Source: an optimization exercise on an open RTL-to-GDS flow (aim: small area and a short achievable clock period). Production flows keep margins and buffers that such runs may drop.
At most, simulation tests tie the RTL to the original design; equivalence was not proved.

## DOUBLY_PIPELINE
module DOUBLY_PIPELINE(clk,xi,yi,r,ang,xf,yf);
input signed [15:0] xi,yi;
input clk;
output signed [15:0] r,ang;
output signed [15:0] xf,yf;
reg signed [15:6] xr, yr;   
reg signed [15:0] a2,a3,a4,a5,a6,a7,a8;
reg signed [15:0] b2,b3,b4,b5,b6,b7;
reg        t2;
reg [1:0]  t3;
reg [2:0]  t4;
reg [3:0]  t5;
reg [4:0]  t6;
reg [5:0]  t7;
reg [5:0]  t8;
reg signed [15:0] x2,x3,x4,x5,x6,x7,x8;
reg signed [15:0] y2,y3,y4,y5,y6,y7,y8;
reg signed [15:0] r_q, xf_q, yf_q;
reg [13:0] ang_q;
reg svn2, svn3, svn4, svn5, svn6;         
reg dxn1, dxn2, dxn3, dxn4, dxn5, dxn6;   
wire [15:0] sc_r, sc_x, sc_y;
scale16 u_sr(.v(a8), .q(sc_r));
scale16 u_sx(.v(x8), .q(sc_x));
scale16 u_sy(.v(y8), .q(sc_y));
wire signed [15:0] a1, b1;
wire c_a1, c_b1;
wire [5:0] a1lo_n, b1lo_n; wire ca_n, cb_n;
add6_skl u_a1lo(.a(xi[5:0]), .b(yi[5:0]), .cin(1'b0), .s(a1lo_n), .cout(ca_n));
add6_skl u_b1lo(.a(yi[5:0]), .b(~xi[5:0]), .cin(1'b1), .s(b1lo_n), .cout(cb_n));
reg [5:0] a1lo, b1lo; reg ca, cb;
wire [9:0] a1hi, b1hi;
add10_skl u_a1hi(.a(xr[15:6]), .b(yr[15:6]), .cin(ca), .s(a1hi), .cout(c_a1));
add10_skl u_b1hi(.a(yr[15:6]), .b(~xr[15:6]), .cin(cb), .s(b1hi), .cout(c_b1));
assign a1 = {a1hi, a1lo};
assign b1 = {b1hi, b1lo};
wire signed [15:0] sh_a2 = b1 >>> 1;
wire [15:0] n_a2; wire co_a2;
add_skl12 u_a2(.a(a1), .b(sh_a2 ^ {16{b1[15]}}), .cin(b1[15]), .s(n_a2), .cout(co_a2));
wire signed [15:0] sh_b2 = a1 >>> 1;
wire [15:0] n_b2; wire co_b2;
add_skl12 u_b2(.a(b1), .b(sh_b2 ^ {16{~b1[15]}}), .cin(~b1[15]), .s(n_b2), .cout(co_b2));
wire signed [15:0] sh_x2 = b1 >>> 1;
wire [15:0] n_x2; wire co_x2;
add_skl12 u_x2(.a(a1), .b(sh_x2 ^ {16{t3[0]}}), .cin(t3[0]), .s(n_x2), .cout(co_x2));
wire signed [15:0] sh_y2 = a1 >>> 1;
wire [15:0] n_y2; wire co_y2;
add_skl12 u_y2(.a(b1), .b(sh_y2 ^ {16{~t3[0]}}), .cin(~t3[0]), .s(n_y2), .cout(co_y2));
wire signed [15:0] sh_a3 = b2 >>> 2;
wire [15:0] n_a3; wire co_a3;
add_skl10 u_a3(.a(a2), .b(sh_a3 ^ {16{b2[15]}}), .cin(b2[15]), .s(n_a3), .cout(co_a3));
wire signed [15:0] sh_b3 = a2 >>> 2;
wire [15:0] n_b3; wire co_b3;
add_skl10 u_b3(.a(b2), .b(sh_b3 ^ {16{~b2[15]}}), .cin(~b2[15]), .s(n_b3), .cout(co_b3));
wire signed [15:0] sh_a4 = b3 >>> 3;
wire [15:0] n_a4; wire co_a4;
  ...
For scale: about 3600 cells after synthesis, ~550 flip-flops, ~97 I/O pins, ~38000 um2 of cells after synthesis.
==> flow/config.mk <==
export PLATFORM = sky130hd
export DESIGN_NAME = DOUBLY_PIPELINE
export DESIGN_NICKNAME = DOUBLY_PIPELINE
export VERILOG_FILES = /design/flow/design.v
export SDC_FILE = /design/flow/constraint.sdc
export NUM_CORES = 4
export LEC_CHECK = 0
export CAP_MARGIN = 20
export CORE_MARGIN = 2
export CORE_UTILIZATION = 40
export CTS_CLUSTER_DIAMETER = 200
export CTS_CLUSTER_SIZE = 25
export SLEW_MARGIN = 20
==> flow/constraint.sdc <==
create_clock -name core_clock -period 22.0 [get_ports {clk}]
set_input_delay 4.4000 -clock core_clock [delete_from_list [all_inputs] [get_ports {clk}]]
set_output_delay 4.4000 -clock core_clock [all_outputs]
set_load 0.01 [all_outputs]
standard.sh (not shown) runs the stock make flow with config.mk's settings and CLKGATE_MAP_FILE= SYNTH_SCRIPT=/design/flow/synth_recipe.tcl, a recipe that flattens the netlist after the stock synthesis.
==> flow/flow/run.sh <==
#!/bin/bash
set -euo pipefail
export BUFFER_PORTS_ARGS="-buffer_cell sky130_fd_sc_hd__buf_2"
export SETUP_SLACK_MARGIN=16.5
bash standard.sh > standard_flow.log 2>&1
Rerun with:
--- a/flow/design.v
+++ b/flow/design.v
@@ -33,16 +33,16 @@
 add10_skl u_a1hi(.a(xr[15:6]), .b(yr[15:6]), .cin(ca), .s(a1hi), .cout(c_a1));
 add10_skl u_b1hi(.a(yr[15:6]), .b(~xr[15:6]), .cin(cb), .s(b1hi), .cout(c_b1));
 assign a1 = {a1hi, a1lo};
 assign b1 = {b1hi, b1lo};
 wire signed [15:0] sh_a2 = b1 >>> 1;
 wire [15:0] n_a2; wire co_a2;
-add_skl12 u_a2(.a(a1), .b(sh_a2 ^ {16{b1[15]}}), .cin(b1[15]), .s(n_a2), .cout(co_a2));
+add_skl16 u_a2(.a(a1), .b(sh_a2 ^ {16{b1[15]}}), .cin(b1[15]), .s(n_a2), .cout(co_a2));
 wire signed [15:0] sh_b2 = a1 >>> 1;
 wire [15:0] n_b2; wire co_b2;
-add_skl12 u_b2(.a(b1), .b(sh_b2 ^ {16{~b1[15]}}), .cin(~b1[15]), .s(n_b2), .cout(co_b2));
+add_skl16 u_b2(.a(b1), .b(sh_b2 ^ {16{~b1[15]}}), .cin(~b1[15]), .s(n_b2), .cout(co_b2));
 wire signed [15:0] sh_x2 = b1 >>> 1;
 wire [15:0] n_x2; wire co_x2;
 add_skl12 u_x2(.a(a1), .b(sh_x2 ^ {16{t3[0]}}), .cin(t3[0]), .s(n_x2), .cout(co_x2));
 wire signed [15:0] sh_y2 = a1 >>> 1;
 wire [15:0] n_y2; wire co_y2;
 add_skl12 u_y2(.a(b1), .b(sh_y2 ^ {16{~t3[0]}}), .cin(~t3[0]), .s(n_y2), .cout(co_y2));
@@ -281,12 +281,65 @@
 assign s[12] = a[12]^b[12]^c[12]; assign c[13] = (a[12]&b[12]) | (c[12]&(a[12]^b[12]));
 assign s[13] = a[13]^b[13]^c[13]; assign c[14] = (a[13]&b[13]) | (c[13]&(a[13]^b[13]));
 assign s[14] = a[14]^b[14]^c[14]; assign c[15] = (a[14]&b[14]) | (c[14]&(a[14]^b[14]));
 assign s[15] = a[15]^b[15]^c[15]; assign c[16] = (a[15]&b[15]) | (c[15]&(a[15]^b[15]));
 assign cout = c[16];
 endmodule
+module add_skl16(input [15:0] a, b, input cin, output [15:0] s, output cout);
+wire [15:0] p = a ^ b; wire [15:0] g = a & b;
+wire gg0 = g[0] | (p[0] & cin);
+wire gg1 = g[2] | (p[2] & g[1]); wire pp1 = p[2] & p[1];
+wire gg2 = g[4] | (p[4] & g[3]); wire pp2 = p[4] & p[3];
+wire gg3 = g[6] | (p[6] & g[5]); wire pp3 = p[6] & p[5];
+wire gg4 = g[8] | (p[8] & g[7]); wire pp4 = p[8] & p[7];
+wire gg5 = g[10] | (p[10] & g[9]); wire pp5 = p[10] & p[9];
+wire gg6 = g[12] | (p[12] & g[11]); wire pp6 = p[12] & p[11];
+wire gg7 = g[14] | (p[14] & g[13]); wire pp7 = p[14] & p[13];
+wire gg8 = g[1] | (p[1] & gg0);
+wire gg9 = gg1 | (pp1 & gg0);
+wire gg10 = g[5] | (p[5] & gg2); wire pp10 = p[5] & pp2;
+wire gg11 = gg3 | (pp3 & gg2); wire pp11 = pp3 & pp2;
+wire gg12 = g[9] | (p[9] & gg4); wire pp12 = p[9] & pp4;
+wire gg13 = gg5 | (pp5 & gg4); wire pp13 = pp5 & pp4;
+wire gg14 = g[13] | (p[13] & gg6); wire pp14 = p[13] & pp6;
+wire gg15 = gg7 | (pp7 & gg6); wire pp15 = pp7 & pp6;
+wire gg16 = g[3] | (p[3] & gg9);
+wire gg17 = gg2 | (pp2 & gg9);
+wire gg18 = gg10 | (pp10 & gg9);
+wire gg19 = gg11 | (pp11 & gg9);
+wire gg20 = g[11] | (p[11] & gg13); wire pp20 = p[11] & pp13;
+wire gg21 = gg6 | (pp6 & gg13); wire pp21 = pp6 & pp13;
+wire gg22 = gg14 | (pp14 & gg13); wire pp22 = pp14 & pp13;
+wire gg23 = gg15 | (pp15 & gg13); wire pp23 = pp15 & pp13;
+wire gg24 = g[7] | (p[7] & gg19);
+wire gg25 = gg4 | (pp4 & gg19);
+wire gg26 = gg12 | (pp12 & gg19);
+wire gg27 = gg13 | (pp13 & gg19);
+wire gg28 = gg20 | (pp20 & gg19);
+wire gg29 = gg21 | (pp21 & gg19);
+wire gg30 = gg22 | (pp22 & gg19);
+wire gg31 = gg23 | (pp23 & gg19);
+wire gg32 = g[15] | (p[15] & gg31);
+assign s[0] = p[0] ^ cin;
+assign s[1] = p[1] ^ gg0;
+assign s[2] = p[2] ^ gg8;
+assign s[3] = p[3] ^ gg9;
+assign s[4] = p[4] ^ gg16;
+assign s[5] = p[5] ^ gg17;
+assign s[6] = p[6] ^ gg18;
+assign s[7] = p[7] ^ gg19;
+assign s[8] = p[8] ^ gg24;
+assign s[9] = p[9] ^ gg25;
+assign s[10] = p[10] ^ gg26;
+assign s[11] = p[11] ^ gg27;
+assign s[12] = p[12] ^ gg28;
+assign s[13] = p[13] ^ gg29;
+assign s[14] = p[14] ^ gg30;
+assign s[15] = p[15] ^ gg31;
+assign cout = gg32;
+endmodule
 module add_skl8(input [15:0] a, b, input cin, output [15:0] s, output cout);
 wire [15:0] p = a ^ b; wire [15:0] g = a & b;
 wire gg0 = g[0] | (p[0] & cin);
 wire gg1 = g[2] | (p[2] & g[1]); wire pp1 = p[2] & p[1];
 wire gg2 = g[4] | (p[4] & g[3]); wire pp2 = p[4] & p[3];
 wire gg3 = g[6] | (p[6] & g[5]); wire pp3 = p[6] & p[5];
Cell area falls by 2.7%.
Register-to-register slack improved by 130 ps.
Fmax rose by about 0.55%.
Worst setup slack improves by 30 ps.
Core utilization shrinks by 0.34 points.
Critical path depth does not change.
Non-clock buffer count fell by 15.
Sequential share of layout area increases by 0.70 points.
Sequential cell count is unchanged.
Area after synthesis came out lower by 2.2%.
Function not checked in the first run of this note: the RTL went through the layout flow alone.

[afterwards: timing with drivers on the ports]
Ports are ideal in the flow. The routed layouts listed here were re-timed in OpenROAD.
Step 1 sets driving cells, clkbuf_16 on the clock port and buf_2 on the other inputs (assumed; they add their load-dependent delay and slew).
Step 2 also shifts input and output timing later by t, the mid clock arrival at the registers, as if the neighbouring blocks saw the same clock.
Slacks: ideal ports / drivers / drivers and shift; pairs: ideal ports / drivers.
| run | t, ns | setup slack, ns | worst setup path at the end | slew at the worst register clock pin (ns) |
|---|---|---|---|---|
| the first run | 0.649 | 16.510 / 16.447 / 16.178 | input to register | 0.11 / 0.11 |
| the second run | 0.656 | 16.540 / 16.479 / 16.144 | input to register | 0.12 / 0.12 |
After both steps setup and hold are still met in every run listed. For the second run, which loses most, drivers alone change the setup slack by -0.061 ns; drivers and shift together by -0.396 ns.
